From an optimization exercise on the open Yosys and OpenROAD flow, aimed at small area and a short achievable clock period; shortcuts taken in it are not production practice.
Where RTL was checked, it was by simulation tests only, not by an equivalence proof against the original.
The RTL of run 1 was laid out without a check of its function.

==> flow/design.v <==
module conv0(input wire [2:0] i, output wire [3:0] o);
assign o[0] = ~i[1] | (i[0] & i[2]);
assign o[1] = (i[0] & i[2]) | (~i[1] & ~i[2]);
assign o[2] = (i[0] & i[1]) | (i[0] & ~i[2]) | (~i[0] & i[2]);
assign o[3] = (i[0] & ~i[1] & i[2]);
endmodule
module step0(input wire [3:0] i, output wire [3:0] o);
assign o[0] = ~i[2] | (~i[0] & ~i[3]) | (i[0] & ~i[1] & i[3]);
assign o[1] = (i[0] & ~i[2]) | (~i[2] & i[3]) | (~i[0] & i[2] & ~i[3]);
assign o[2] = (i[0] & i[3]) | (~i[1] & ~i[3]);
assign o[3] = (i[0] & ~i[1]) | (~i[1] & i[2]) | (~i[1] & i[3]);
endmodule
module conv1(input wire [3:0] i, output wire [3:0] o);
assign o[0] = (~i[0] & i[2]) | (i[0] & ~i[1] & ~i[2]) | (~i[1] & ~i[3]);
assign o[1] = (~i[0] & i[1] & i[2]) | (i[0] & ~i[1] & ~i[3]) | (~i[1] & ~i[2] & ~i[3]);
assign o[2] = (i[0] & ~i[2]) | (~i[0] & i[2]) | (~i[0] & i[3]);
assign o[3] = (i[0] & i[2]) | (i[1] & i[2]) | (~i[2] & i[3]);
endmodule
module conv2(input wire [2:0] i, output wire [3:0] o);
assign o[0] = ~i[1] | (~i[0] & i[2]);
assign o[1] = (i[0] & ~i[1]) | (~i[1] & ~i[2]) | (~i[0] & i[1] & i[2]);
assign o[2] = (i[0] & ~i[2]) | (~i[0] & i[2]);
assign o[3] = (i[0] & i[2]) | (i[1] & i[2]);
endmodule
module conv3(input wire [2:0] i, output wire [3:0] o);
assign o[0] = ~i[1] | i[2];
assign o[1] = (i[0] & ~i[1]) | (~i[1] & ~i[2]) | (i[1] & i[2]);
assign o[2] = (i[0] & ~i[2]) | (~i[0] & i[2]);
assign o[3] = (i[0] & i[2]) | (i[1] & i[2]);
endmodule
module stepout0(input wire [3:0] i, output wire [3:0] o);
assign o[0] = (i[0] & ~i[1] & ~i[3]) | (i[0] & i[1] & i[3]) | (~i[1] & i[2] & ~i[3]) | (i[1] & i[2] & i[3]);
assign o[1] = (i[0] & i[1] & i[2]) | (i[0] & i[2] & ~i[3]) | (~i[0] & i[2] & i[3]);
assign o[2] = (i[0] & ~i[1] & i[3]) | (~i[0] & ~i[2] & ~i[3]);
assign o[3] = (~i[1] & i[2]) | (~i[1] & i[3]);
endmodule
module hex_to_dec(
    input wire clk_25MHz,
    input wire [31: 0]hex,
    output wire [31: 0]dec
);
reg s0_h;
reg s0_r0;
reg s0_r1;
reg s0_r2;
reg s1_h;
reg s1_r0;
reg s1_r1;
reg s1_r2;
reg s2_h;
reg s2_r0;
reg s2_r1;
reg s2_r2;
reg s3_h;
reg s3_r0;
reg s3_r1;
reg s3_r2;
reg s4_0;
reg s4_1;
reg s4_2;
reg s_x10;
reg s_x9;
reg s_x8;
reg s_x7;
reg s_x6;
reg s_x5;
reg s_x4;
reg s_x3;
reg s_x2;
reg s_x1;
reg s_x0;
wire [3:0] n1;
conv0 u1(.i({hex[26],hex[25],hex[24]}), .o(n1));
wire [3:0] n2;
step0 u2(.i({hex[23],n1[2],n1[1],n1[0]}), .o(n2));
wire [3:0] n3;
step0 u3(.i({hex[22],n2[2],n2[1],n2[0]}), .o(n3));
wire [3:0] n4;
step0 u4(.i({hex[21],n3[2],n3[1],n3[0]}), .o(n4));
wire [3:0] n5;
step0 u5(.i({hex[20],n4[2],n4[1],n4[0]}), .o(n5));
wire [3:0] n6;
step0 u6(.i({hex[19],n5[2],n5[1],n5[0]}), .o(n6));
wire [3:0] n7;
conv1 u7(.i({n1[3],n2[3],n3[3],n4[3]}), .o(n7));
wire [3:0] n8;
step0 u8(.i({n5[3],n7[2],n7[1],n7[0]}), .o(n8));
wire [3:0] n9;
step0 u9(.i({hex[18],n6[2],n6[1],n6[0]}), .o(n9));
wire [3:0] n10;
step0 u10(.i({n6[3],n8[2],n8[1],n8[0]}), .o(n10));
wire [3:0] n11;
step0 u11(.i({hex[17],n9[2],n9[1],n9[0]}), .o(n11));
wire [3:0] n12;
step0 u12(.i({n9[3],n10[2],n10[1],n10[0]}), .o(n12));
wire [3:0] n13;
step0 u13(.i({hex[16],n11[2],n11[1],n11[0]}), .o(n13));
wire [3:0] n14;
step0 u14(.i({n11[3],n12[2],n12[1],n12[0]}), .o(n14));
wire [3:0] n15;
conv2 u15(.i({n7[3],n8[3],n10[3]}), .o(n15));
wire [3:0] n16;
step0 u16(.i({n12[3],n15[2],n15[1],n15[0]}), .o(n16));
wire [3:0] n17;
step0 u17(.i({hex[15],n13[2],n13[1],n13[0]}), .o(n17));
wire [3:0] n18;
step0 u18(.i({n13[3],n14[2],n14[1],n14[0]}), .o(n18));
wire [3:0] n19;
step0 u19(.i({n14[3],n16[2],n16[1],n16[0]}), .o(n19));
wire [3:0] n20;
step0 u20(.i({hex[14],n17[2],n17[1],n17[0]}), .o(n20));
wire [3:0] n21;
step0 u21(.i({n17[3],n18[2],n18[1],n18[0]}), .o(n21));
wire [3:0] n22;
step0 u22(.i({n18[3],n19[2],n19[1],n19[0]}), .o(n22));
wire [3:0] n23;
step0 u23(.i({hex[13],n20[2],n20[1],n20[0]}), .o(n23));
wire [3:0] n24;
step0 u24(.i({n20[3],n21[2],n21[1],n21[0]}), .o(n24));
wire [3:0] n25;
step0 u25(.i({n21[3],n22[2],n22[1],n22[0]}), .o(n25));
wire [3:0] n26;
conv3 u26(.i({n15[3],n16[3],n19[3]}), .o(n26));
wire [3:0] n27;
step0 u27(.i({n22[3],n26[2],n26[1],n26[0]}), .o(n27));
wire [3:0] n28;
step0 u28(.i({hex[12],n23[2],n23[1],n23[0]}), .o(n28));
wire [3:0] n29;
step0 u29(.i({n23[3],n24[2],n24[1],n24[0]}), .o(n29));
wire [3:0] n30;
step0 u30(.i({n24[3],n25[2],n25[1],n25[0]}), .o(n30));
wire [3:0] n31;
step0 u31(.i({n25[3],n27[2],n27[1],n27[0]}), .o(n31));
wire [3:0] n32;
step0 u32(.i({hex[11],n28[2],n28[1],n28[0]}), .o(n32));
wire [3:0] n33;
step0 u33(.i({n28[3],n29[2],n29[1],n29[0]}), .o(n33));
wire [3:0] n34;
step0 u34(.i({n29[3],n30[2],n30[1],n30[0]}), .o(n34));
wire [3:0] n35;
step0 u35(.i({n30[3],n31[2],n31[1],n31[0]}), .o(n35));
wire [3:0] n36;
step0 u36(.i({s_x10,s0_r2,s0_r1,s0_r0}), .o(n36));
wire [3:0] n37;
step0 u37(.i({s0_h,s1_r2,s1_r1,s1_r0}), .o(n37));
wire [3:0] n38;
step0 u38(.i({s1_h,s2_r2,s2_r1,s2_r0}), .o(n38));
wire [3:0] n39;
step0 u39(.i({s2_h,s3_r2,s3_r1,s3_r0}), .o(n39));
wire [3:0] n40;
step0 u40(.i({s_x9,n36[2],n36[1],n36[0]}), .o(n40));
wire [3:0] n41;
step0 u41(.i({n36[3],n37[2],n37[1],n37[0]}), .o(n41));
wire [3:0] n42;
step0 u42(.i({n37[3],n38[2],n38[1],n38[0]}), .o(n42));
wire [3:0] n43;
step0 u43(.i({n38[3],n39[2],n39[1],n39[0]}), .o(n43));
wire [3:0] n44;
conv1 u44(.i({s4_2,s4_1,s4_0,s3_h}), .o(n44));
wire [3:0] n45;
step0 u45(.i({n39[3],n44[2],n44[1],n44[0]}), .o(n45));
wire [3:0] n46;
step0 u46(.i({s_x8,n40[2],n40[1],n40[0]}), .o(n46));
wire [3:0] n47;
step0 u47(.i({n40[3],n41[2],n41[1],n41[0]}), .o(n47));
wire [3:0] n48;
step0 u48(.i({n41[3],n42[2],n42[1],n42[0]}), .o(n48));
wire [3:0] n49;
step0 u49(.i({n42[3],n43[2],n43[1],n43[0]}), .o(n49));
wire [3:0] n50;
step0 u50(.i({n43[3],n45[2],n45[1],n45[0]}), .o(n50));
wire [3:0] n51;
step0 u51(.i({s_x7,n46[2],n46[1],n46[0]}), .o(n51));
wire [3:0] n52;
step0 u52(.i({n46[3],n47[2],n47[1],n47[0]}), .o(n52));
wire [3:0] n53;
step0 u53(.i({n47[3],n48[2],n48[1],n48[0]}), .o(n53));
wire [3:0] n54;
step0 u54(.i({n48[3],n49[2],n49[1],n49[0]}), .o(n54));
wire [3:0] n55;
step0 u55(.i({n49[3],n50[2],n50[1],n50[0]}), .o(n55));
wire [3:0] n56;
step0 u56(.i({s_x6,n51[2],n51[1],n51[0]}), .o(n56));
wire [3:0] n57;
step0 u57(.i({n51[3],n52[2],n52[1],n52[0]}), .o(n57));
wire [3:0] n58;
step0 u58(.i({n52[3],n53[2],n53[1],n53[0]}), .o(n58));
wire [3:0] n59;
step0 u59(.i({n53[3],n54[2],n54[1],n54[0]}), .o(n59));
wire [3:0] n60;
step0 u60(.i({n54[3],n55[2],n55[1],n55[0]}), .o(n60));
wire [3:0] n61;
conv2 u61(.i({n44[3],n45[3],n50[3]}), .o(n61));
wire [3:0] n62;
step0 u62(.i({n55[3],n61[2],n61[1],n61[0]}), .o(n62));
wire [3:0] n63;
step0 u63(.i({s_x5,n56[2],n56[1],n56[0]}), .o(n63));
wire [3:0] n64;
step0 u64(.i({n56[3],n57[2],n57[1],n57[0]}), .o(n64));
wire [3:0] n65;
step0 u65(.i({n57[3],n58[2],n58[1],n58[0]}), .o(n65));
wire [3:0] n66;
step0 u66(.i({n58[3],n59[2],n59[1],n59[0]}), .o(n66));
wire [3:0] n67;
step0 u67(.i({n59[3],n60[2],n60[1],n60[0]}), .o(n67));
wire [3:0] n68;
step0 u68(.i({n60[3],n62[2],n62[1],n62[0]}), .o(n68));
wire [3:0] n69;
step0 u69(.i({s_x4,n63[2],n63[1],n63[0]}), .o(n69));
wire [3:0] n70;
step0 u70(.i({n63[3],n64[2],n64[1],n64[0]}), .o(n70));
wire [3:0] n71;
step0 u71(.i({n64[3],n65[2],n65[1],n65[0]}), .o(n71));
wire [3:0] n72;
step0 u72(.i({n65[3],n66[2],n66[1],n66[0]}), .o(n72));
wire [3:0] n73;
step0 u73(.i({n66[3],n67[2],n67[1],n67[0]}), .o(n73));
wire [3:0] n74;
step0 u74(.i({n67[3],n68[2],n68[1],n68[0]}), .o(n74));
wire [3:0] n75;
step0 u75(.i({s_x3,n69[2],n69[1],n69[0]}), .o(n75));
wire [3:0] n76;
step0 u76(.i({n69[3],n70[2],n70[1],n70[0]}), .o(n76));
wire [3:0] n77;
step0 u77(.i({n70[3],n71[2],n71[1],n71[0]}), .o(n77));
wire [3:0] n78;
step0 u78(.i({n71[3],n72[2],n72[1],n72[0]}), .o(n78));
wire [3:0] n79;
step0 u79(.i({n72[3],n73[2],n73[1],n73[0]}), .o(n79));
wire [3:0] n80;
step0 u80(.i({n73[3],n74[2],n74[1],n74[0]}), .o(n80));
wire [3:0] n81;
conv3 u81(.i({n61[3],n62[3],n68[3]}), .o(n81));
wire [3:0] n82;
step0 u82(.i({n74[3],n81[2],n81[1],n81[0]}), .o(n82));
wire [3:0] n83;
step0 u83(.i({s_x2,n75[2],n75[1],n75[0]}), .o(n83));
wire [3:0] n84;
step0 u84(.i({n75[3],n76[2],n76[1],n76[0]}), .o(n84));
wire [3:0] n85;
step0 u85(.i({n76[3],n77[2],n77[1],n77[0]}), .o(n85));
wire [3:0] n86;
step0 u86(.i({n77[3],n78[2],n78[1],n78[0]}), .o(n86));
wire [3:0] n87;
step0 u87(.i({n78[3],n79[2],n79[1],n79[0]}), .o(n87));
wire [3:0] n88;
step0 u88(.i({n79[3],n80[2],n80[1],n80[0]}), .o(n88));
wire [3:0] n89;
step0 u89(.i({n80[3],n82[2],n82[1],n82[0]}), .o(n89));
wire [3:0] n90;
stepout0 u90(.i({s_x1,n83[2],n83[1],n83[0]}), .o(n90));
wire [3:0] n91;
stepout0 u91(.i({n83[3],n84[2],n84[1],n84[0]}), .o(n91));
wire [3:0] n92;
stepout0 u92(.i({n84[3],n85[2],n85[1],n85[0]}), .o(n92));
wire [3:0] n93;
stepout0 u93(.i({n85[3],n86[2],n86[1],n86[0]}), .o(n93));
wire [3:0] n94;
stepout0 u94(.i({n86[3],n87[2],n87[1],n87[0]}), .o(n94));
wire [3:0] n95;
stepout0 u95(.i({n87[3],n88[2],n88[1],n88[0]}), .o(n95));
wire [3:0] n96;
stepout0 u96(.i({n88[3],n89[2],n89[1],n89[0]}), .o(n96));
always @(posedge clk_25MHz) begin
    s0_h <= n32[3];
    s0_r0 <= n32[0];
    s0_r1 <= n32[1];
    s0_r2 <= n32[2];
    s1_h <= n33[3];
    s1_r0 <= n33[0];
    s1_r1 <= n33[1];
    s1_r2 <= n33[2];
    s2_h <= n34[3];
    s2_r0 <= n34[0];
    s2_r1 <= n34[1];
    s2_r2 <= n34[2];
    s3_h <= n35[3];
    s3_r0 <= n35[0];
    s3_r1 <= n35[1];
    s3_r2 <= n35[2];
    s4_0 <= n31[3];
    s4_1 <= n27[3];
    s4_2 <= n26[3];
    s_x10 <= hex[10];
    s_x9 <= hex[9];
    s_x8 <= hex[8];
    s_x7 <= hex[7];
    s_x6 <= hex[6];
    s_x5 <= hex[5];
    s_x4 <= hex[4];
    s_x3 <= hex[3];
    s_x2 <= hex[2];
    s_x1 <= hex[1];
    s_x0 <= hex[0];
end
assign dec = {{n81[3],n82[3],n89[3],n96[3]}, {n96[2],n96[1],n96[0],n95[3]}, {n95[2],n95[1],n95[0],n94[3]}, {n94[2],n94[1],n94[0],n93[3]}, {n93[2],n93[1],n93[0],n92[3]}, {n92[2],n92[1],n92[0],n91[3]}, {n91[2],n91[1],n91[0],n90[3]}, {n90[2],n90[1],n90[0],s_x0}};
endmodule
==> flow/flow/run.sh <==
#!/bin/bash
# Layout flow: the standard layout (standard.sh) with three changes.
# 1. Synthesis maps each module's logic with flow/abc_area.script instead of
#    ORFS's abc_area.script: the design is synthesized one module at a time
#    (SYNTH_HIERARCHICAL 1) and its modules are small cells, so ABC can
#    collapse each one to its function and map that for area.  To do so the
#    synthesis step runs on a copy of ORFS's scripts folder in which only
#    abc_area.script differs; synthesis is otherwise the standard one
#    (synth_recipe.tcl: -nofsm -noshare, flattened, renamed).
# 2. After synthesis, cells whose next drive strength has the same area are
#    swapped to it (o21ai_0 -> o21ai_1 and so on, see flow/swap.tcl).
# 3. The buffers the flow puts on every input and output port are buf_1
#    cells instead of the resizer's default choice (a 10 um2 delay buffer).
# Each step's full output goes to a log file of its own in this folder.
set -euo pipefail
rm -rf scripts_local
mkdir -p scripts_local
cp -r "$FLOW_HOME/scripts/." scripts_local/
cp flow/abc_area.script scripts_local/abc_area.script
args=(BUFFER_PORTS_ARGS="-buffer_cell sky130_fd_sc_hd__buf_1")
bash standard.sh "${args[@]}" SCRIPTS_DIR="$PWD/scripts_local" synth > standard_synth.log 2>&1
res=orfs/results/$FLOW_PLATFORM/hex_to_dec/base
SWAP_DB=$res/1_synth.odb openroad -no_init -exit flow/swap.tcl > swap.log 2>&1
bash standard.sh "${args[@]}" finish > standard_finish.log 2>&1
==> flow/flow/abc_area.script <==
collapse
strash
dch -f
map -a
==> flow/flow/swap.tcl <==
# Swap cells for the same-area next drive strength in the synthesized design.
set pairs {
  sky130_fd_sc_hd__o21ai_0 sky130_fd_sc_hd__o21ai_1
  sky130_fd_sc_hd__a21boi_0 sky130_fd_sc_hd__a21boi_1
  sky130_fd_sc_hd__and2_0 sky130_fd_sc_hd__and2_1
  sky130_fd_sc_hd__or2_0 sky130_fd_sc_hd__or2_2
  sky130_fd_sc_hd__or2_1 sky130_fd_sc_hd__or2_2
  sky130_fd_sc_hd__o311ai_0 sky130_fd_sc_hd__o311ai_1
  sky130_fd_sc_hd__a21bo_1 sky130_fd_sc_hd__a21bo_2
  sky130_fd_sc_hd__a31o_1 sky130_fd_sc_hd__a31o_2
  sky130_fd_sc_hd__mux2_1 sky130_fd_sc_hd__mux2_2
  sky130_fd_sc_hd__o211a_1 sky130_fd_sc_hd__o211a_2
  sky130_fd_sc_hd__o21ba_1 sky130_fd_sc_hd__o21ba_2
  sky130_fd_sc_hd__o221a_1 sky130_fd_sc_hd__o221a_2
  sky130_fd_sc_hd__or3b_1 sky130_fd_sc_hd__or3b_2
  sky130_fd_sc_hd__or4b_1 sky130_fd_sc_hd__or4b_2
  sky130_fd_sc_hd__and4bb_1 sky130_fd_sc_hd__and4bb_2
}
if {[info exists ::env(SWAP_EXTRA)]} { lappend pairs {*}$::env(SWAP_EXTRA) }
read_db $::env(SWAP_DB)
set db [ord::get_db]
set block [ord::get_db_block]
array set to {}
foreach {a b} $pairs { set to($a) $b }
set n 0
foreach inst [$block getInsts] {
  set m [[$inst getMaster] getName]
  if {[info exists to($m)]} {
    set nm [$db findMaster $to($m)]
    if {$nm ne "NULL" && $nm ne ""} {
      $inst swapMaster $nm
      incr n
    }
  }
}
puts "swapped $n cells"
write_db $::env(SWAP_DB)
==> flow/standard.sh <==
#!/bin/bash
# synth_recipe.tcl (not shown) runs the flow's synth.tcl, then flattens the netlist and writes it again
# the make line also repeats each setting of config.mk as NAME=value (left out here)
make -C /OpenROAD-flow-scripts/flow DESIGN_CONFIG=/design/flow/config.mk WORK_HOME=/design/flow/orfs CLKGATE_MAP_FILE= SYNTH_SCRIPT=/design/flow/synth_recipe.tcl "${@:-finish}"
==> flow/config.mk <==
export PLATFORM = sky130hd
export DESIGN_NAME = hex_to_dec
export DESIGN_NICKNAME = hex_to_dec
export VERILOG_FILES = /design/flow/design.v
export SDC_FILE = /design/flow/constraint.sdc
export NUM_CORES = 4
export LEC_CHECK = 0
export ABC_AREA = 1
export CAP_MARGIN = 20
export CORE_MARGIN = 2
export CORE_UTILIZATION = 40
export CTS_BUF_LIST = sky130_fd_sc_hd__clkbuf_4
export SLEW_MARGIN = 20
export SYNTH_HIERARCHICAL = 1
export SYNTH_MINIMUM_KEEP_SIZE = 0
==> flow/constraint.sdc <==
create_clock -name core_clock -period 75.0 [get_ports {clk_25MHz}]
set_input_delay 15.0000 -clock core_clock [delete_from_list [all_inputs] [get_ports {clk_25MHz}]]
set_output_delay 15.0000 -clock core_clock [all_outputs]
set_load 0.01 [all_outputs]
==> run summary, run 1 <==
Detailed routing
For this block, the initial DRC count from the detailed router was approximately 140. The post-route DRC violation count is 0. The detailed router placed slightly below 5000 vias in this run. Using the TritonRoute via totals, the vias-per-cell ratio works out to ~5. For this block, the routed nets add up to about 8100 microns of wire. The number of detailed-routing iterations run before antenna repair is 4. The routed wirelength normalized by instance count is ~8 microns. Once detail routing completed, the nets flagged for antenna violations numbered 0.

Floorplan
The area of the die is around 12000 sq um. The initial cell density of the core is about two fifths. The I/O pin count is 65. The core region is 11000 sq um.

The die is ~110 microns tall. Row generation in the floorplan step produced 38 rows. The die outline width is approximately 110 microns.

Global routing
The first global-routing pass estimated approximately 16000 microns of wire. Global routing finished with a remaining overflow of 0. The largest net degree at the start of global routing is 10. The aggregate global-route resource usage is 14.1%. The initial antenna violation count is 0. The number of global-route vias before repair was 4406.

Synth
The net count of the mapped netlist is 853. A synthesized cell averages about 5.6 sq um. The number of synthesized register bits is 30. In the synthesized netlist, the number of instances is 812. The netlist uses 16 different library cells. For this run, the register share of the synthesized area comes to between 10% and 20%. The Yosys step of the flow raised 7 warnings. The netlist area before placement is 4560 sq um.

Critical path
Along the worst path, the maximum fanout reaches 4. The total stage count of the critical path is 45. The arrival time of data at the critical path endpoint is about 20 ns. The worst setup path is captured at a flip-flop. The critical path's slowest cell is sky130_fd_sc_hd__or2_2. The worst setup path is of the input pin to flip-flop kind. The origin of the worst setup path is hex[26].

The dominant cell type by count on the critical path is sky130_fd_sc_hd__nor2_1. The buffer and inverter count on the worst path is 13. The type of element launching the critical path is an input pin. The family of cells with the greatest summed delay on the critical path is simple AND/OR/NAND/NOR gates.

Following the worst setup path forward leads to its endpoint at s3_h. The critical path required time is 75.20 ns. The delay of the slowest critical-path stage is about 0.33 ns.

Placement
The post-detailed-placement half-perimeter wirelength is 7300 microns. At the end of routability-driven placement, the weighted congestion stood at 0.763. The count of input and output buffers is a little under 60.

Timing
The worst hold slack across all endpoints is between 10 and 15 ns. The period utilization is a little over a quarter. The top achievable clock speed is about 0.05 GHz. Setup repair after global routing left no endpoint under its margin. Counting I/O delays and the setup requirement, the final critical path takes 20.01 ns. Measured against its own limit, the worst slew margin works out to approximately 76%. The transition time of the tightest slew-check pin is ~0.36 ns. The max-slew violation count was 0. In the final timing run, aggregate negative setup slack is 0 ns. Setup violations remaining at the end of the flow were counted as 0. The final hold violation count is 0.

Final layout
Leaving out fill and tap cells, the most frequent cell in the layout is sky130_fd_sc_hd__nor2_1. In the layout the commonest cells are sky130_fd_sc_hd__nor2_1, sky130_fd_sc_hd__clkinv_1, sky130_fd_sc_hd__o21ai_1. After the last flow step, the layout net total stands at 918. The repair_antennas step left the layout with diodes totalling 0. The post-route netlist has 1.14% of its cells at a drive strength greater than 1.

From synthesis to final layout, the design area changed by 10.1%.

Clocking
After clock tree synthesis, the setup repair step added 0 buffers. After clock tree synthesis, the clock-pin slew on the worst setup and hold paths is around 0.10 ns. The number of clock sinks is 30.

The tree is rooted in a sky130_fd_sc_hd__clkbuf_4. The clock tree from TritonCTS is built. The number of cells upsized or downsized after cts is 0.

The clock buffer count from CTS is 5. CTS built an H-tree with a depth of 2. The worst-case clock buffer depth is 2. The hold buffer count at CTS is 0.

Worst hold path
The worst hold path class is input pin to flip-flop.

Outcome
The run finished with no timing, DRC or antenna violations.

Run
Across the run, the number of max-cap violations was 0.
[Yosys cell counts]
| library cell | number | area [sq um] |
|---|---|---|
| sky130_fd_sc_hd__a21o_2 | 2 | 17.5 |
| sky130_fd_sc_hd__ha_1 | 8 | 100 |
| sky130_fd_sc_hd__a21oi_1 | 22 | 110 |
| sky130_fd_sc_hd__o21ai_0 | 96 | 480 |
| sky130_fd_sc_hd__o211ai_1 | 82 | 616 |
| sky130_fd_sc_hd__nor2_1 | 270 | 1010 |
| sky130_fd_sc_hd__nand2_1 | 94 | 353 |
| sky130_fd_sc_hd__xor2_1 | 2 | 17.5 |
| sky130_fd_sc_hd__xnor2_1 | 82 | 718 |
| sky130_fd_sc_hd__clkinv_1 | 103 | 387 |
| sky130_fd_sc_hd__o21bai_1 | 4 | 30.0 |
| sky130_fd_sc_hd__o21a_1 | 7 | 52.6 |
| sky130_fd_sc_hd__or2_2 | 2 | 12.5 |
| sky130_fd_sc_hd__buf_4 | 1 | 7.51 |
| sky130_fd_sc_hd__dfxtp_1 | 30 | 601 |
| sky130_fd_sc_hd__o22ai_1 | 7 | 43.8 |
[modules after synthesis (local to each module, per instance)]
module	area, sq um	cells inside	copies in the design	flip-flops and latches
conv2	61.3	9	2	0
stepout0	43.8	9	7	0
hex_to_dec	608	31	1	30
conv3	41.3	7	2	0
step0	40.0	8	82	0
conv0	23.8	6	1	0
conv1	66.3	12	2	0
[worst min-delay path by stage]
stage	endpoint	from	cells after the start	slack, ns
2_1_floorplan	s_x0	hex[0]	0	15.03
3_3_place_gp	s_x6	hex[6]	1	15.09
3_5_place_dp	s_x6	hex[6]	1	15.09
4_1_cts	s_x6	hex[6]	1	14.74
5_1_grt	s_x6	hex[6]	1	14.73
6_report	s_x5	hex[5]	1	14.76
[layout make-up]
| type | instances | area (sq um) |
|---|---|---|
| clock inverter | 2 | 33.8 |
| clock buffer | 5 | 37.5 |
| multi-input combinational | 678 | 3560 |
| sequential | 30 | 601 |
| tap | 140 | 175 |
| inverter | 103 | 387 |
| timing repair buffer | 59 | 221 |
| fill | 1227 | 5960 |
[through the flow]
stage	worst slack (ns)	instance area, sq um	utilization (%)	cells
after detailed placement	54.62	4950	45.1	1010
after floorplan	55.29	4560	-	812
after CTS	54.94	5020	45.7	1017
final	54.99	5020	45.7	1017
after global placement	54.66	4950	45.1	1010
after global routing	53.92	5020	45.7	1017
[logic make-up (layout without fill, tap and decap cells)]
logic type / Yosys count / in the layout / share of synthesized area (%)
flops: 30 / 30 / 13.2
simple gates: 366 / 366 / 30.2
xor+xnor: 84 / 84 / 16.1
buf+inv: 104 / 169 / 8.64
compound gates: 220 / 220 / 29.6
fa+ha+maj: 8 / 8 / 2.20
[metal layers]
metal  vias up  track usage, %  wire length, microns
li1       2851               -                     -
met3         2            1.53                   158
met5         -               0                     0
met1      2065            16.4                  3880
met2        32            27.6                  4020
met4         0            2.83                    40
==> inputs of run 2 (changes only) <==
--- a/flow/design.v
+++ b/flow/design.v
@@ -1,36 +1,78 @@
 module conv0(input wire [2:0] i, output wire [3:0] o);
-assign o[0] = ~i[1] | (i[0] & i[2]);
-assign o[1] = (i[0] & i[2]) | (~i[1] & ~i[2]);
-assign o[2] = (i[0] & i[1]) | (i[0] & ~i[2]) | (~i[0] & i[2]);
-assign o[3] = (i[0] & ~i[1] & i[2]);
+wire w_new_n11;
+wire w_new_n8;
+assign w_new_n8 = (~i[0]) | (~i[2]);
+assign o[0] = (~w_new_n8) | (~i[1]);
+assign o[1] = (~i[1]&~i[2]) | (~w_new_n8);
+assign w_new_n11 = (~i[0]&~i[2]);
+assign o[3] = (~i[1]&~w_new_n8);
+assign o[2] = (~w_new_n11&~o[3]);
 endmodule
 module step0(input wire [3:0] i, output wire [3:0] o);
-assign o[0] = ~i[2] | (~i[0] & ~i[3]) | (i[0] & ~i[1] & i[3]);
-assign o[1] = (i[0] & ~i[2]) | (~i[2] & i[3]) | (~i[0] & i[2] & ~i[3]);
-assign o[2] = (i[0] & i[3]) | (~i[1] & ~i[3]);
-assign o[3] = (i[0] & ~i[1]) | (~i[1] & i[2]) | (~i[1] & i[3]);
+wire w_new_n10;
+wire w_new_n12;
+wire w_new_n9;
+assign w_new_n9 = (~i[0]) | (~i[3]);
+assign w_new_n10 = (i[0]&i[2]) | (i[3]&i[2]);
+assign o[0] = (~i[1]&~w_new_n9) | (~w_new_n10);
+assign w_new_n12 = (~i[0]&~i[2]&~i[3]);
+assign o[1] = (~w_new_n12&~w_new_n10);
+assign o[2] = (~i[1]&~i[3]) | (~w_new_n9);
+assign o[3] = (~i[1]&~w_new_n12);
 endmodule
 module conv1(input wire [3:0] i, output wire [3:0] o);
-assign o[0] = (~i[0] & i[2]) | (i[0] & ~i[1] & ~i[2]) | (~i[1] & ~i[3]);
-assign o[1] = (~i[0] & i[1] & i[2]) | (i[0] & ~i[1] & ~i[3]) | (~i[1] & ~i[2] & ~i[3]);
-assign o[2] = (i[0] & ~i[2]) | (~i[0] & i[2]) | (~i[0] & i[3]);
-assign o[3] = (i[0] & i[2]) | (i[1] & i[2]) | (~i[2] & i[3]);
+wire w_new_n10;
+wire w_new_n11;
+wire w_new_n13;
+wire w_new_n15;
+wire w_new_n9;
+assign w_new_n9 = (~i[2]);
+assign w_new_n10 = (~w_new_n9) | (~i[0]);
+assign w_new_n11 = (i[1]&i[0]) | (i[3]&i[0]) | (i[1]&w_new_n9) | (i[3]&w_new_n9);
+assign o[0] = (~i[1]&~w_new_n10) | (~w_new_n11);
+assign w_new_n13 = (~i[0]&~i[1]&~w_new_n9);
+assign o[1] = (~w_new_n13&~w_new_n11);
+assign w_new_n15 = (~i[2]&~i[3]);
+assign o[2] = (~i[0]&~w_new_n15) | (~w_new_n10);
+assign o[3] = (~w_new_n15&~w_new_n13);
 endmodule
 module conv2(input wire [2:0] i, output wire [3:0] o);
-assign o[0] = ~i[1] | (~i[0] & i[2]);
-assign o[1] = (i[0] & ~i[1]) | (~i[1] & ~i[2]) | (~i[0] & i[1] & i[2]);
-assign o[2] = (i[0] & ~i[2]) | (~i[0] & i[2]);
-assign o[3] = (i[0] & i[2]) | (i[1] & i[2]);
+wire w_new_n11;
+wire w_new_n13;
+wire w_new_n8;
+wire w_new_n9;
+assign w_new_n8 = (~i[2]);
+assign w_new_n9 = (i[0]) | (w_new_n8);
+assign o[0] = (~w_new_n9) | (~i[1]);
+assign w_new_n11 = (~i[0]&~i[1]);
+assign o[1] = (~i[2]&o[0]) | (~w_new_n11&o[0]);
+assign w_new_n13 = (~w_new_n8) | (~i[0]);
+assign o[2] = (~w_new_n9) | (~w_new_n13);
+assign o[3] = (~w_new_n8&~w_new_n11);
 endmodule
 module conv3(input wire [2:0] i, output wire [3:0] o);
-assign o[0] = ~i[1] | i[2];
-assign o[1] = (i[0] & ~i[1]) | (~i[1] & ~i[2]) | (i[1] & i[2]);
-assign o[2] = (i[0] & ~i[2]) | (~i[0] & i[2]);
-assign o[3] = (i[0] & i[2]) | (i[1] & i[2]);
+wire w_new_n10;
+wire w_new_n8;
+assign w_new_n8 = (~i[2]);
+assign o[0] = (~w_new_n8) | (~i[1]);
+assign w_new_n10 = (~i[0]&~i[1]) | (~i[2]);
+assign o[1] = (~i[1]&~i[2]) | (~w_new_n10);
+assign o[2] = (i[0]&~i[2]) | (~i[0]&i[2]);
+assign o[3] = (~w_new_n10);
 endmodule
 module stepout0(input wire [3:0] i, output wire [3:0] o);
-assign o[0] = (i[0] & ~i[1] & ~i[3]) | (i[0] & i[1] & i[3]) | (~i[1] & i[2] & ~i[3]) | (i[1] & i[2] & i[3]);
-assign o[1] = (i[0] & i[1] & i[2]) | (i[0] & i[2] & ~i[3]) | (~i[0] & i[2] & i[3]);
-assign o[2] = (i[0] & ~i[1] & i[3]) | (~i[0] & ~i[2] & ~i[3]);
-assign o[3] = (~i[1] & i[2]) | (~i[1] & i[3]);
+wire w_new_n10;
+wire w_new_n12;
+wire w_new_n13;
+wire w_new_n16;
+wire w_new_n9;
+assign w_new_n9 = (~i[3]);
+assign w_new_n10 = (~i[1]&~w_new_n9) | (~i[0]&~i[2]);
+assign o[0] = (~i[1]&~w_new_n10) | (~w_new_n9&~w_new_n10);
+assign w_new_n12 = (~i[1]&~w_new_n9);
+assign w_new_n13 = (~i[0]&~i[3]) | (~i[2]);
+assign o[1] = (~w_new_n12&~w_new_n13) | (~i[0]&~w_new_n13);
+assign o[2] = (i[0]&w_new_n10) | (w_new_n9&w_new_n10);
+assign w_new_n16 = (~i[2]&~i[3]);
+assign o[3] = (~i[1]&~w_new_n16);
 endmodule
--- a/flow/flow/run.sh
+++ b/flow/flow/run.sh
@@ -2,6 +2,8 @@
 # Layout flow: the standard layout (standard.sh) with three changes.
-# 1. Synthesis maps each module's logic with flow/abc_area.script instead of
-#    ORFS's abc_area.script: the design is synthesized one module at a time
-#    (SYNTH_HIERARCHICAL 1) and its modules are small cells, so ABC can
-#    collapse each one to its function and map that for area.  To do so the
+# 1. Synthesis maps logic with flow/abc_area.script ("strash; map -a": an
+#    area-only mapping of the logic as written) instead of ORFS's
+#    abc_area.script, whose delay-driven mapping and resizing at a 75 ps
+#    target remap the design's small cells (written as the gates of an
+#    area-optimised mapping, see gen/) into larger ones.  The design is
+#    synthesized one module at a time (SYNTH_HIERARCHICAL 1).  To do so the
 #    synthesis step runs on a copy of ORFS's scripts folder in which only
==> flow/flow/abc_area.script (replaced) <==
strash
map -a
==> run 2 against run 1 <==
  * Still clean
  * Count of clock-buffer cells in the layout did not move
  * Synthesized cell count fell by 11%
  * Via count fell by 1.1%
  * Hold slack barely moved
  * Global-route usage rose by 1.8 points
  * Critical path depth fell by 15
  * Critical endpoint is now s3_r1
==> run summary, run 2 <==
Outcome
The flow ran to the end and the layout has no timing, DRC or antenna violations.

Synth
The gate count of the mapped netlist is around 720. The sequential-to-total area share from yosys stat is roughly 15%. After synthesis the netlist holds a flip-flop and latch count of 30. The most common cell in the netlist is sky130_fd_sc_hd__nor2_1. Synthesis produced a netlist with a net count of ~760.

Counting instances in the post-synthesis netlist gives the leading cell types as sky130_fd_sc_hd__nor2_1, sky130_fd_sc_hd__o21ai_0, sky130_fd_sc_hd__o21a_1. The cell area that synthesis handed to floorplanning was slightly below 4000 sq um. The number of enable-type register cells in the synthesized netlist is 0.

The most used flip-flop cell after synthesis is sky130_fd_sc_hd__dfxtp_1. The mean instance size in the synthesized netlist is 5.50 sq um. The share of synthesized flip-flops with an asynchronous set or reset is 0%. The number of unique standard cell types used by synthesis is 17. Ranked by total cell area, the synthesized netlist is headed by sky130_fd_sc_hd__o21ai_0, sky130_fd_sc_hd__nor2_1, sky130_fd_sc_hd__o21a_1.

The post-synthesis cell type with the largest combined area is sky130_fd_sc_hd__o21ai_0. The share of Yosys cell area claimed by the top area cell type is 23.1%. Yosys printed 7 warnings.

Final layout
The number of nets in the final layout is 824. In the layout the commonest cells are sky130_fd_sc_hd__nor2_1, sky130_fd_sc_hd__o21ai_1, sky130_fd_sc_hd__o21a_1. The finished layout holds approximately 920 standard cells, fillers aside. Summing all multi-input logic gate instances after layout gives 3280 sq um. Relative to the synthesized area, the layout overhead comes to 10.9%.

The proportion of layout cells with a drive suffix above 1 is approximately 1.1%. After routing the design area is about 4400 sq um. The filler cell count is about 1100. The register area is approximately 600 sq um.

The number of diodes is 0. The library cell used most frequently in the layout, excluding fill and tap cells, is sky130_fd_sc_hd__nor2_1.

Timing
The max-slew violation count came to 0. The post-route worst setup slack is 55.13 ns. The setup TNS is 0 ns. The post-layout minimum cycle time is between 15 and 20 ns. The final hold violation count is 0. The top achievable clock speed is 0.0503 GHz. The total setup violations reported at the end of the flow is 0. The max-slew headroom at the worst pin is about 74%. Setup repair after global routing left no endpoint under its margin. The period utilization is roughly a quarter.

For the pin with the worst max-slew slack, the measured transition is about 0.39 ns.

Critical path
The maximum fanout along the worst path is 5. The buffer and inverter count on the worst path is 3. The arrival time of data at the critical path endpoint is ~20 ns. The type of the worst setup path is input pin to flip-flop. The family of cells with the greatest summed delay on the critical path is simple AND/OR/NAND/NOR gates. In this design, the stage delay of the slowest critical-path cell is ~0.4 ns. The dominant cell type by count on the critical path is sky130_fd_sc_hd__nor2_1. STA classifies the critical path startpoint as an input pin. STA puts the critical path data required time at 75.20 ns. The worst setup path is captured at a flip-flop. On the critical path, the stage with the largest delay is an instance of sky130_fd_sc_hd__o31ai_1.

Placement
The worst slack at placement is ~55 ns. The count of buffers added on input and output ports is just under 60. The post-detailed-placement half-perimeter wirelength is ~7000 microns.

The congestion estimate from routability-driven global placement came to 0.765. The area of placed instances is 4360 sq um. Once placement completed, the tool counted placed cells totaling 915.

Clocking
The tree is rooted in a sky130_fd_sc_hd__clkbuf_4. The clock passes through at most 2 buffers. The number of cells upsized or downsized after cts is 0. The number of clock sinks is 30.

TritonCTS built the clock tree. For this design, the CTS-stage hold fixing added 0 buffers. The clock-pin slew on the worst setup and hold paths is 0.10 ns.

Once the clock tree was built, the setup fixing pass inserted 0 buffers. In this run, CTS created clock tree buffers numbering 5. The H-tree depth reported by CTS is 2.

Detailed routing
The routed wirelength normalized by instance count is 8.86 microns. For this run, the detailed router's first-pass iteration total came to 7. The routed layout has around 4900 vias. After detailed routing, the total wire length is a little over 8000 microns. In this run the remaining antenna-violating nets after routing total 0.

The via density per instance is about 5.3. The post-route DRC violation count is 0. After the first detailed-routing iteration, the DRC count stood at 173.

Global routing
For this run the aggregate overflow at the end of global routing stands at 0. The initial antenna violation count is 0. The number of global-route vias before repair is 4203. The first global-routing pass estimated 15600 microns of wire. Entering global routing, the biggest net connects 11 pins.

For this run, the total global-route usage over all layers was measured as ~16%.

Floorplan
The die covers ~11000 sq um. The initial cell density of the core is approximately two fifths. The die outline width is 104 microns. The core box area is a little under 10000 sq um. The I/O pin count is 65. The floorplan has 36 rows. The overall die height is just over 100 microns.

Run
The max-cap violation count is 0.

Worst hold path
The worst hold path class is input pin to flip-flop.
[run 2: changes by cell type in the layout (fill, tap and decap cells not counted), sizes merged, moves of 4 or more]
cell | before | now
a21oi | 22 | 14
clkinv | 104 | 25
ha | 8 | 2
nand2 | 94 | 90
nor2 | 270 | 188
nor3 | 0 | 82
o211ai | 82 | 2
o21a | 7 | 91
o21ai | 96 | 184
o21bai | 4 | 0
xnor2 | 82 | 0
[run 2: area by class of cell]
cell class | count | area share (%)
flip-flops and latches | 30 | 13.6
repair buffers | 59 | 5.02
multi-input cells | 670 | 74.4
inverters | 23 | 1.96
clock inverters | 3 | 0.369
clock buffers | 5 | 0.851
well taps | 133 | 3.77
[run 2: Yosys stat by module (local to each module, per instance)]
module / cell area, sq um / cells inside
hex_to_dec: 608 / 31
conv1: 52.6 / 10
conv2: 52.6 / 9
stepout0: 43.8 / 9
step0: 33.8 / 7
conv3: 30.0 / 6
conv0: 23.8 / 6
[run 2: worst paths after layout]
| path | start | to | depth (start not counted) | slack, ns |
|---|---|---|---|---|
| worst min-delay path | hex[4] | s_x4 | 1 | 14.76 |
| worst max-delay path | hex[26] | s3_r1 | 30 | 55.13 |
[run 2: through the flow]
stage	util, %	hold slack (ns)
floorplan	-	15.03
global placement	44.8	15.09
detailed placement	44.8	15.09
CTS	45.4	14.75
global route	45.4	14.74
finish	45.4	14.76
[run 2: cells by family (layout without fill, tap and decap cells)]
logic type	Yosys count	count (layout)	synth area share, %
and+or+nand+nor	362	362	36.9
buffers and inverters	24	90	2.36
DFF	30	30	15.1
AOI/OAI and AO/OA	304	304	44.6
xor gates and xnor gates	2	2	0.440
adders and majority gates	2	2	0.629
[run 2: routing by layer]
layer / up-vias / GRT usage, % / part of all wire [%]
met4: 0 / 3.76 / 0.77
met1: 2088 / 20.2 / 51
met5: - / 0 / 0
met3: 4 / 1.45 / 2.4
li1: 2748 / - / -
met2: 55 / 28.8 / 46
==> inputs of run 3 (changes only) <==
--- a/flow/flow/run.sh
+++ b/flow/flow/run.sh
@@ -2,4 +2,4 @@
 # Layout flow: the standard layout (standard.sh) with three changes.
-# 1. Synthesis maps logic with flow/abc_area.script ("strash; map -a": an
-#    area-only mapping of the logic as written) instead of ORFS's
+# 1. Synthesis maps logic with flow/abc_area.script (area-only mapping of
+#    the logic as written, twice over) instead of ORFS's
 #    abc_area.script, whose delay-driven mapping and resizing at a 75 ps
@@ -10,3 +10,5 @@
 #    abc_area.script differs; synthesis is otherwise the standard one
-#    (synth_recipe.tcl: -nofsm -noshare, flattened, renamed).
+#    (synth_recipe.tcl: -nofsm -noshare, flattened, renamed), except that
+#    ADDER_MAP_FILE is left empty so that Yosys does not turn XOR/AND pairs
+#    into half-adder cells (ha_1) before ABC maps the logic.
 # 2. After synthesis, cells whose next drive strength has the same area are
@@ -22,3 +24,3 @@
 args=(BUFFER_PORTS_ARGS="-buffer_cell sky130_fd_sc_hd__buf_1")
-bash standard.sh "${args[@]}" SCRIPTS_DIR="$PWD/scripts_local" synth > standard_synth.log 2>&1
+bash standard.sh "${args[@]}" SCRIPTS_DIR="$PWD/scripts_local" ADDER_MAP_FILE= synth > standard_synth.log 2>&1
 res=orfs/results/$FLOW_PLATFORM/hex_to_dec/base
==> flow/flow/abc_area.script (replaced) <==
strash
dch -f
map -a
strash
dch -f
map -a
==> run 3 against run 2 <==
  * Highest routed layer unchanged
  * Critical endpoint unchanged
  * Largest cell class unchanged
  * Flip-flop and latch count unchanged
  * Final cell count decreased by 0.87%
  * Still clean on timing, DRC and antenna
  * Non-clock buffer count unchanged
  * First-iteration DRC count decreased by 21%
  * Critical path depth unchanged
==> run summary, run 3 <==
Detailed routing
The routed design has 7800 microns of wire. The final route contains about 4800 vias. The number of detailed-routing iterations run before antenna repair is 4.

After detailed routing, the number of vias per cell comes to 5.21. The routed wirelength normalized by instance count is 8.52 microns. The antenna violation net count after detailed routing is 0. The detailed router finished its first iteration with between 100 and 150 violations. After detailed routing, the number of remaining DRC violations is 0.

Synth
Of the post-synthesis cell area, the dominant cell type holds 22.9%. The number of warnings reported in the yosys synthesis log is 7. After synthesis, the share of cell area in mux cells is 0%. Sorting the synthesized cells by area gives the leading types as sky130_fd_sc_hd__o21ai_0, sky130_fd_sc_hd__o21a_1, sky130_fd_sc_hd__nor2_1. Sorting the synthesized cells by how often they occur yields sky130_fd_sc_hd__nor2_1, sky130_fd_sc_hd__o21ai_0, sky130_fd_sc_hd__nand2_1. The number of nets handed over by synthesis was between 700 and 800. In this run the mean area of a mapped cell was between 5 and 6 sq um. In this run, synthesis inferred 0 flip-flops with an integrated enable. After Yosys synthesis, full adders, half adders and majority gates account for 0% of the synthesized area.

Summing the areas of all compound-gate instances in the mapped netlist gives between 40% and 50% of the synthesized area. The post-synthesis cell type with the largest combined area is sky130_fd_sc_hd__o21ai_0. The sequential-to-total area share from yosys stat is roughly 15%. The number of synthesized register bits is 30. The post-synthesis xor/xnor area fraction is ~1.3%. The number of unique standard cell types used by synthesis is 12.

By area, the combinational part of the netlist is dominated by compound AO/OA/AOI/OAI gates. The synthesized netlist occupies a cell area of ~4000 sq um. The share of synthesized flip-flops with an asynchronous set or reset is 0%. Among all flip-flop cells after synthesis, the most frequent one is sky130_fd_sc_hd__dfxtp_1. Of the total synthesized cell area, the portion taken by AND, OR, NAND and NOR gates is between 30% and 40%. Synthesis produced between 700 and 800 cells.

Timing
Setup repair after global routing left no endpoint under its margin. The final hold violation count is 0. Setup slack closes at around 56 ns. The setup TNS is 0 ns. In this run the tightest slew margin relative to its limit is 80.8%. The total setup violations reported at the end of the flow is 0. The worst path needs a little under 20 ns of the cycle, external delays included. The top achievable clock speed is approximately 0.052 GHz.

Dividing the final minimum period by the clock period gives approximately a quarter. The max-slew violation count is 0. For the pin with the worst max-slew slack, the measured transition is 0.287 ns.

Critical path
At the worst endpoint, the required time is 75.21 ns. The dominant cell type by count on the critical path is sky130_fd_sc_hd__o21ai_1. The critical path's slowest cell is sky130_fd_sc_hd__nor3_1.

The type of the worst setup path is input pin to flip-flop. The delay of the slowest critical-path stage is 0.26 ns. The maximum fanout along the worst path is 4. The type of element launching the critical path is an input pin. The arrival time of data at the critical path endpoint is ~20 ns. The worst setup path is captured at a flip-flop.

Worst hold path
The worst hold path class is input pin to flip-flop.

Floorplan
The floorplan step set the die height to between 100 and 150 microns. The floorplan has 36 rows. The initial utilization of the core area, before any placement, comes to 40.7%. In this run the horizontal extent of the chip is between 100 and 150 microns. The area of the die is between 10000 and 15000 sq um. Pin placement for this block handled 65 I/O pins. The core region is a little under 10000 sq um.

Placement
OpenSTA, run right after detailed placement, puts the worst setup slack at ~55 ns. The congestion estimate from routability-driven global placement came to between 0.7 and 0.8. The count of input and output buffers is 59. The post-detailed-placement half-perimeter wirelength is 6590 microns.

Clocking
The clock tree from TritonCTS is built. Counting every sink on the clock net gives 30. The H-tree was split into 2 levels.

The number of cells upsized or downsized after cts is 0. Buffers inserted during clock tree synthesis total 5. The hold buffer count at CTS is 0. The number of setup buffers added after CTS is 0. The clock passes through at most 2 buffers. After clock tree synthesis, the clock-pin slew on the worst setup and hold paths is ~0.090 ns.

The CTS root buffer is sky130_fd_sc_hd__clkbuf_4.

Final layout
The filler cells instantiated in the layout total ~1000. Summing all flip-flop and latch instances after layout gives ~600 sq um. Leaving out fill and tap cells, the most frequent cells in the layout are sky130_fd_sc_hd__nor2_1, sky130_fd_sc_hd__o21ai_1, sky130_fd_sc_hd__nand2_1. The number of nets in the final layout is just over 800.

0 antenna diodes ended up in the layout. The area occupied by multi-input gates is 3250 sq um. Relative to the synthesized area, the layout overhead comes to 11.0%.

Of the cells placed in the final design, the portion with a size suffix greater than 1 is around 1.2%.

Global routing
The initial antenna violation count was 0. The first global-routing pass estimated around 14000 microns of wire. Global routing finished with a remaining overflow of 0. The largest net degree at the start of global routing is 11. The number of global-route vias before repair is 3769. The aggregate global-route resource usage is about 15%.

Outcome
The flow ran to the end and the layout has no timing, DRC or antenna violations.

Run
The max-cap violation count is 0.
-- run 3: cell types whose count changed in the layout (fill, tap and decap cells not counted), sizes merged, moves of 4 or more --
cell and change:
a21oi +7, xor2 +4, nor2 -8, o21ai -4
-- run 3: Yosys stat by module (local to each module, per instance) --
module	cells inside	flip-flops and latches	area [sq um]	copies in the design
hex_to_dec	31	30	608	1
stepout0	9	0	45.0	7
conv1	9	0	43.8	2
conv2	6	0	36.3	2
step0	7	0	33.8	82
conv3	6	0	30.0	2
conv0	6	0	23.8	1
-- run 3: per-layer routing --
metal / global-route usage [%] / share of wire, % / vias up
met5: 0 / 0 / -
met3: 1.48 / 2.1 / 8
li1: - / - / 2716
met4: 3.44 / 1.0 / 0
met1: 19.9 / 52 / 1989
met2: 25.6 / 44 / 50
-- run 3: path summary, 6_finish.rpt --
kind / slack [ns] / endpoint / from / cells after the start
setup / recovery: 55.69 / s3_r1 / hex[26] / 30
hold / removal: 14.76 / s_x8 / hex[8] / 1
-- run 3: cell families after synthesis --
family	after synthesis
XOR/XNOR	6
buffers and inverters	23
AO/OA/AOI/OAI	301
AND/OR/NAND/NOR	356
flip-flops	30
-- run 3: worst max-delay path, delay by kind of cell --
kind                   cells  cell delay, ns
buffers and inverters      1            0.12
and+or+nand+nor           12            1.91
AOI/OAI and AO/OA         17            2.49
-- run 3: area by class of cell --
type                       count  share of cell area [%]
sequential                    30                    13.7
inverter                      22                    1.89
multi-input combinational    663                    74.3
clock buffer                   5                   0.859
timing repair buffer          59                    5.07
clock inverter                 3                   0.372
tap                          133                    3.81
-- run 3: stage by stage --
step	cell area [sq um]	std cells	hold slack [ns]	util, %
2_1_floorplan	3940	716	15.03	-
3_5_place_dp	4320	907	15.09	44.6
6_report	4370	915	14.76	45.1
4_1_cts	4370	915	14.75	45.1
3_3_place_gp	4320	907	15.09	44.6
5_1_grt	4370	915	14.74	45.1
==> inputs of run 4 (changes only) <==
--- a/flow/design.v
+++ b/flow/design.v
@@ -101,3 +101,3 @@
 reg s4_1;
-reg s4_2;
+reg s_x11;
 reg s_x10;
@@ -176,17 +176,17 @@
 wire [3:0] n32;
-step0 u32(.i({hex[11],n28[2],n28[1],n28[0]}), .o(n32));
+step0 u32(.i({s_x11,s0_r2,s0_r1,s0_r0}), .o(n32));
 wire [3:0] n33;
-step0 u33(.i({n28[3],n29[2],n29[1],n29[0]}), .o(n33));
+step0 u33(.i({s0_h,s1_r2,s1_r1,s1_r0}), .o(n33));
 wire [3:0] n34;
-step0 u34(.i({n29[3],n30[2],n30[1],n30[0]}), .o(n34));
+step0 u34(.i({s1_h,s2_r2,s2_r1,s2_r0}), .o(n34));
 wire [3:0] n35;
-step0 u35(.i({n30[3],n31[2],n31[1],n31[0]}), .o(n35));
+step0 u35(.i({s2_h,s3_r2,s3_r1,s3_r0}), .o(n35));
 wire [3:0] n36;
-step0 u36(.i({s_x10,s0_r2,s0_r1,s0_r0}), .o(n36));
+step0 u36(.i({s_x10,n32[2],n32[1],n32[0]}), .o(n36));
 wire [3:0] n37;
-step0 u37(.i({s0_h,s1_r2,s1_r1,s1_r0}), .o(n37));
+step0 u37(.i({n32[3],n33[2],n33[1],n33[0]}), .o(n37));
 wire [3:0] n38;
-step0 u38(.i({s1_h,s2_r2,s2_r1,s2_r0}), .o(n38));
+step0 u38(.i({n33[3],n34[2],n34[1],n34[0]}), .o(n38));
 wire [3:0] n39;
-step0 u39(.i({s2_h,s3_r2,s3_r1,s3_r0}), .o(n39));
+step0 u39(.i({n34[3],n35[2],n35[1],n35[0]}), .o(n39));
 wire [3:0] n40;
@@ -200,3 +200,3 @@
 wire [3:0] n44;
-conv1 u44(.i({s4_2,s4_1,s4_0,s3_h}), .o(n44));
+conv1 u44(.i({s4_1,s4_0,s3_h,n35[3]}), .o(n44));
 wire [3:0] n45;
@@ -306,21 +306,21 @@
 always @(posedge clk_25MHz) begin
-    s0_h <= n32[3];
-    s0_r0 <= n32[0];
-    s0_r1 <= n32[1];
-    s0_r2 <= n32[2];
-    s1_h <= n33[3];
-    s1_r0 <= n33[0];
-    s1_r1 <= n33[1];
-    s1_r2 <= n33[2];
-    s2_h <= n34[3];
-    s2_r0 <= n34[0];
-    s2_r1 <= n34[1];
-    s2_r2 <= n34[2];
-    s3_h <= n35[3];
-    s3_r0 <= n35[0];
-    s3_r1 <= n35[1];
-    s3_r2 <= n35[2];
-    s4_0 <= n31[3];
-    s4_1 <= n27[3];
-    s4_2 <= n26[3];
+    s0_h <= n28[3];
+    s0_r0 <= n28[0];
+    s0_r1 <= n28[1];
+    s0_r2 <= n28[2];
+    s1_h <= n29[3];
+    s1_r0 <= n29[0];
+    s1_r1 <= n29[1];
+    s1_r2 <= n29[2];
+    s2_h <= n30[3];
+    s2_r0 <= n30[0];
+    s2_r1 <= n30[1];
+    s2_r2 <= n30[2];
+    s3_h <= n31[3];
+    s3_r0 <= n31[0];
+    s3_r1 <= n31[1];
+    s3_r2 <= n31[2];
+    s4_0 <= n27[3];
+    s4_1 <= n26[3];
+    s_x11 <= hex[11];
     s_x10 <= hex[10];
--- a/flow/flow/swap.tcl
+++ b/flow/flow/swap.tcl
@@ -17,2 +17,4 @@
   sky130_fd_sc_hd__and4bb_1 sky130_fd_sc_hd__and4bb_2
+  sky130_fd_sc_hd__clkinv_1 sky130_fd_sc_hd__inv_2
+  sky130_fd_sc_hd__inv_1 sky130_fd_sc_hd__inv_2
 }
==> run 4 against run 3 <==
  * Area after synthesis unchanged
  * Hold slack about the same
  * Cell area increased by 0.40%
  * Critical path type is now flip-flop to primary output
  * Non-clock buffer count unchanged
  * Sequential share of layout area decreased by 0.055 points
  * Count of clock-buffer cells in the layout unchanged
  * First-iteration DRC count decreased by 13%
  * Flip-flop and latch count unchanged
  * Worst setup slack got worse by 0.22 ns
  * Die area unchanged
==> run summary, run 4 <==
Outcome
The flow ran to the end and the layout has no timing, DRC or antenna violations.

Clocking
The number of clock sinks is 30. The CTS root buffer is sky130_fd_sc_hd__clkbuf_4. The longest clock path from root to sink contains 2 buffers.

The hold buffer count at CTS is 0. The clock buffer count from CTS is 5. CTS built an H-tree with a depth of 2. Post-CTS timing repair inserted 0 buffers for setup. The clock-pin slew on the worst setup and hold paths is 0.09 ns.

The clock tree from TritonCTS is built. The number of cells upsized or downsized after cts is 0.

Synth
The post-synthesis cell type with the largest combined area is sky130_fd_sc_hd__o21ai_0. The gate count of the mapped netlist is ~720. The synthesized design devotes to its leading area cell type approximately 23% of total area.

The number of synthesized register bits is 30. The most used flip-flop cell after synthesis is sky130_fd_sc_hd__dfxtp_1. The net count of the mapped netlist is between 700 and 800.

The mean instance size in the synthesized netlist is between 5 and 6 sq um. By area the synthesized netlist is led by sky130_fd_sc_hd__o21ai_0, sky130_fd_sc_hd__o21a_1, sky130_fd_sc_hd__nor2_1. In this run, synthesis inferred 0 flip-flops with an integrated enable.

Yosys printed 7 warnings. Summing every instance area after synthesis gives between 3000 and 4000 sq um. The netlist uses 12 different library cells. The commonest cells after synthesis are sky130_fd_sc_hd__nor2_1, sky130_fd_sc_hd__o21ai_0, sky130_fd_sc_hd__nand2_1.

After synthesis, the share of flip-flops with an asynchronous set or reset is 0%. The sequential-to-total area share from yosys stat is 15.3%.

Final layout
The number of nets in the final layout is ~800. The area growth from synthesis to layout is 11.5%. Measured on the finished design, the core utilization comes to approximately 45%. The proportion of layout cells with a drive suffix above 1 is 3.84%.

0 antenna diodes ended up in the layout. In the layout the commonest cells are sky130_fd_sc_hd__nor2_1, sky130_fd_sc_hd__o21ai_1, sky130_fd_sc_hd__nand2_1. The final non-filler cell area is 4390 sq um. The finished layout holds approximately 900 standard cells, fillers aside.

Critical path
The arrival time of data at the critical path endpoint is about 4.5 ns. The worst setup path is launched from a flip-flop. The critical path required time is 60.00 ns. The critical path in this run is classified as flip-flop to primary output. The nature of the critical path endpoint is a primary output.

In this run the worst path has a maximum fanout of 4.

Floorplan
The die is 103 microns tall. The floorplan step defined a die boundary enclosing 10700 sq um. The die outline width is just over 100 microns. The row count is 36. The I/O pin count is 65. The core region is approximately 9700 sq um.

The initial cell density of the core is around 40%.

Worst hold path
The worst hold path class is input pin to flip-flop. The instance count along the most critical hold path is 1.

Global routing
The initial antenna violation count is 0. The aggregate global-route resource usage is roughly 15%. Entering global routing, the biggest net connects 10 pins. The remaining global-route overflow is 0. The number of global-route vias before repair was roughly 3800. The first global-routing pass estimated between 10000 and 15000 microns of wire.

Timing
The post-route worst setup slack is between 50 and 60 ns. For this run, the top clock speed supported by timing is between 0.05 and 0.06 GHz. Final hold analysis gives a worst-case slack of 14.76 ns.

The max-slew headroom at the worst pin is between 70% and 80%. Setup violations remaining at the end of the flow were counted as 0. The period utilization is around a quarter. The final hold violation count was 0.

The transition time of the tightest slew-check pin is 0.304 ns. The max-slew violation count is 0. For the final routed database, the setup TNS stands at 0 ns. The post-layout minimum cycle time is approximately 20 ns.

Setup repair after global routing left no endpoint under its margin.

Detailed routing
The antenna violation net count after detailed routing is 0. The post-route DRC violation count is 0. The via density per instance is around 5.3. Before antenna repair, the detailed router went through 5 iterations. The routed wirelength normalized by instance count is 8.83 microns. The detailed router finished its first iteration with roughly 120 violations. The detailed router placed just under 5000 vias in this run. Summed over all layers, the routed wires come to ~8100 microns.

Placement
The area of placed instances is 4320 sq um. The wire-length estimate of the detail-placed layout is between 6000 and 7000 microns. Timing analysis after detailed placement gives a worst setup slack of 55.66 ns. The number of cells after detailed placement is 907. Input and output buffers added on the ports amount to ~60. The final weighted congestion of routability-driven global placement is 0.753.

Run
Max-cap violations in this run came to 0.
==> run 4: worst max-delay path, stage by stage, from the launching register on <==
cell and delay, ns:
sky130_fd_sc_hd__dfxtp_1 0.33, sky130_fd_sc_hd__nor3_1 0.23, sky130_fd_sc_hd__nor2_1 0.13, sky130_fd_sc_hd__nor3_1 0.24, sky130_fd_sc_hd__nor2_1 0.13, sky130_fd_sc_hd__nor3_1 0.22
sky130_fd_sc_hd__nor2_1 0.12, sky130_fd_sc_hd__nor3_1 0.20, sky130_fd_sc_hd__nor2_1 0.12, sky130_fd_sc_hd__nor3_1 0.20, sky130_fd_sc_hd__nor2_1 0.12, sky130_fd_sc_hd__o21a_1 0.20
sky130_fd_sc_hd__o21ai_1 0.13, sky130_fd_sc_hd__nand2_1 0.09, sky130_fd_sc_hd__o21ai_1 0.21, sky130_fd_sc_hd__o21a_1 0.18, sky130_fd_sc_hd__o21ai_1 0.10, sky130_fd_sc_hd__nor3_1 0.25
sky130_fd_sc_hd__nor2_1 0.12, sky130_fd_sc_hd__o21a_1 0.19, sky130_fd_sc_hd__nor2_1 0.22, sky130_fd_sc_hd__o22ai_1 0.15, sky130_fd_sc_hd__a21oi_1 0.14, sky130_fd_sc_hd__buf_1 0.16
==> run 4: cells by family after synthesis <==
family,Yosys count,share of synthesized area [%]
compound gates,301,44.5
xor+xnor,6,1.33
buf+inv,23,2.29
flops,30,15.3
simple gates,356,36.6
==> run 4: Yosys stat by module (local to each module, per instance) <==
module	cell area, sq um	cells inside	times used	flops+latches
step0	33.8	7	82	0
stepout0	45.0	9	7	0
conv2	36.3	6	2	0
conv1	43.8	9	2	0
conv0	23.8	6	1	0
conv3	30.0	6	2	0
hex_to_dec	608	31	1	30
==> run 4: area by class of cell <==
cell class	instances	area (sq um)
well taps	133	166
multi-input cells	663	3250
clock inverters	2	33.8
inverters	22	82.6
flip-flops and latches	30	601
repair buffers	59	221
clock buffers	5	37.5
fillers	1038	5300
==> run 4: path summary, 6_finish.rpt <==
path,startpoint,endpoint,slack (ns)
max,s0_r0,dec[25],55.47
min,hex[1],s_x1,14.76
==> run 4: routing by layer <==
metal  GRT usage, %  routed length, microns  up-vias
li1               -                       -     2706
met1           19.0                    4140     2069
met2           28.0                    3730       38
met3           1.28                     122        7
met4           3.04                      70        0
met5              0                       0        -
==> inputs of run 5 (changes only) <==
--- a/flow/flow/swap.tcl
+++ b/flow/flow/swap.tcl
@@ -17,4 +17,2 @@
   sky130_fd_sc_hd__and4bb_1 sky130_fd_sc_hd__and4bb_2
-  sky130_fd_sc_hd__clkinv_1 sky130_fd_sc_hd__inv_2
-  sky130_fd_sc_hd__inv_1 sky130_fd_sc_hd__inv_2
 }
--- a/flow/config.mk
+++ b/flow/config.mk
@@ -12,2 +12,4 @@
 export CTS_BUF_LIST = sky130_fd_sc_hd__clkbuf_4
+export CTS_CLUSTER_DIAMETER = 150
+export CTS_CLUSTER_SIZE = 16
 export SLEW_MARGIN = 20
==> run 5 against run 4 <==
  * Count of clock-buffer cells in the layout did not move
  * Area after synthesis is the same
  * Flip-flop and latch count is the same
  * Synthesized cell count unchanged
  * Final cell count rose by 0.11%
  * Utilization shrank 0.18 points
  * Cell area decreased by 0.40%
  * Non-clock buffer count stayed put
  * Critical path type unchanged
  * Still clean on timing, DRC and antenna
  * Highest routed layer unchanged
==> run summary, run 5 <==
Outcome
The run finished with no timing, DRC or antenna violations.

Floorplan
Once the floorplan was initialized, standard cells occupied roughly 41% of the core. The core box area is 9680 sq um. The overall die height is ~100 microns. The die outline width is 103 microns.

Detailed routing
The final layout contains routed wiring with a total length of approximately 8000 microns. For this run, the detailed router's first-pass iteration total came to 5. The antenna violation net count after detailed routing is 0. The routed wirelength normalized by instance count is between 8 and 9 microns.

After the first detailed-routing iteration, the DRC count stood at between 80 and 90.

Clocking
Buffers inserted during clock tree synthesis total 5. The CTS root buffer is sky130_fd_sc_hd__clkbuf_4. Once the clock tree was built, the setup fixing pass inserted 0 buffers. Clock-pin slew was measured on the worst setup and hold paths at 0.10 ns. The H-tree was split into 2 levels. The clock drives 30 sinks.

The clock tree from TritonCTS is built.

Worst hold path
The instance count along the most critical hold path is 1. The worst hold path class is input pin to flip-flop. The startpoint identified for the worst hold timing path is hex[11].

Final layout
The area growth from synthesis to layout is 11.0%. The finished layout holds 915 standard cells, fillers aside. The number of diodes is 0.

Critical path
On the worst path, the slowest cell contributes a delay of 0.33 ns. The type of element launching the critical path is a flip-flop. The type of the worst setup path is flip-flop to primary output. The nature of the critical path endpoint is a primary output. Data on the critical path arrives at its endpoint at roughly 4.5 ns.

Synth
The number of enable-type register cells in the synthesized netlist is 0. The number of unique standard cell types used by synthesis is 12. The mean instance size in the synthesized netlist is between 5 and 6 sq um. The synthesized design contains 30 register bits. The number of warnings reported in the yosys synthesis log is 7. Among all flip-flop cells after synthesis, the most frequent one is sky130_fd_sc_hd__dfxtp_1.

Timing
The top achievable clock speed is 0.0512 GHz. The post-layout minimum cycle time is approximately 20 ns. The setup TNS is 0 ns. The transition time of the tightest slew-check pin is between 0.2 and 0.3 ns. The tightest hold path in the finished design has a slack of between 10 and 15 ns. The total setup violations reported at the end of the flow is 0.

The period utilization is a little over a quarter.

Placement
The congestion estimate from routability-driven global placement came to about 0.76. Input and output buffers added on the ports amount to 59. The worst slack at placement is between 50 and 60 ns. Including well taps, the total number of placed cells is around 910.

Global routing
The aggregate global-route resource usage is between 10% and 20%. The remaining global-route overflow is 0.
## run 5: cell counts after synthesis
Identical to the previous run, type by type.
## run 5: through the flow
stage,instance area (sq um)
final,4370
after global routing,4370
after detailed placement,4320
after CTS,4370
after global placement,4320
after floorplan,3940
## run 5: cell families after synthesis
logic type                Yosys count  synth area share (%)
DFF                                30                  15.3
buffers and inverters              23                  2.29
AOI/OAI and AO/OA                 301                  44.5
xor gates and xnor gates            6                  1.33
and+or+nand+nor                   356                  36.6
## run 5: layout make-up
class / instances / area [sq um]
Clock buffer: 5 / 37.5
Timing Repair Buffer: 59 / 221
Inverter: 22 / 82.6
Tap cell: 133 / 166
Multi-Input combinational cell: 663 / 3250
Fill cell: 1043 / 5310
Sequential cell: 30 / 601
Clock inverter: 3 / 16.3
## run 5: how the worst max path moves through the flow
stage,depth (start not counted),start,to
after global placement,28,hex[26],s3_r1
after floorplan,27,hex[24],s3_r1
after CTS,24,s0_r0,dec[23]
final,24,s0_r0,dec[27]
after global routing,23,s0_r0,dec[27]
after detailed placement,28,hex[26],s3_r1
## run 5: worst max-delay path, delay by kind of cell (launching register included)
family,cells,cell delay [ns]
buffers and inverters,2,0.30
flip-flops,1,0.33
AO/OA/AOI/OAI,9,1.44
AND/OR/NAND/NOR,13,2.11
## run 5: Yosys stat by module, one instance, submodules excluded
module,cells,copies in the design,flops+latches
conv2,6,2,0
conv0,6,1,0
stepout0,9,7,0
conv1,9,2,0
conv3,6,2,0
step0,7,82,0
hex_to_dec,31,1,30
## run 5: layer usage
metal | wire (microns) | track usage [%] | share of wire, %
met1 | 4070 | 19.6 | 52
met2 | 3580 | 27.2 | 46
met3 | 124 | 1.34 | 1.6
met4 | 76 | 3.44 | 0.97
met5 | 0 | 0 | 0

-- what the ideal ports hide --
The results above use ideal ports. As a check the final layouts listed here were re-extracted and re-timed, cells and wires unchanged. Step 1, drivers: a clkbuf_16 drives clk_25MHz and a buf_2 each remaining input, both assumed. Step 2, shift: input delay + t, output delay - t, t = (earliest + latest rising clock arrival at the registers) / 2. This alone moves slack from input paths to output paths. Slacks: no drivers / after step 1 / after step 2; pairs: no drivers / after step 1.
run	t, ns	slack for setup (ns)	pins driven straight from the clock port
run 1	0.337	54.993 / 54.999 / 54.663	1
run 2	0.338	55.131 / 55.135 / 54.797	1
run 3	0.341	55.694 / 55.698 / 55.357	1
run 4	0.337	55.469 / 55.445 / 55.649	1
run 5	0.345	55.460 / 55.435 / 55.729	1
After both steps every run listed still meets setup and hold. For run 3, which loses most, drivers alone change the setup slack by +0.004 ns; drivers and shift together by -0.337 ns.
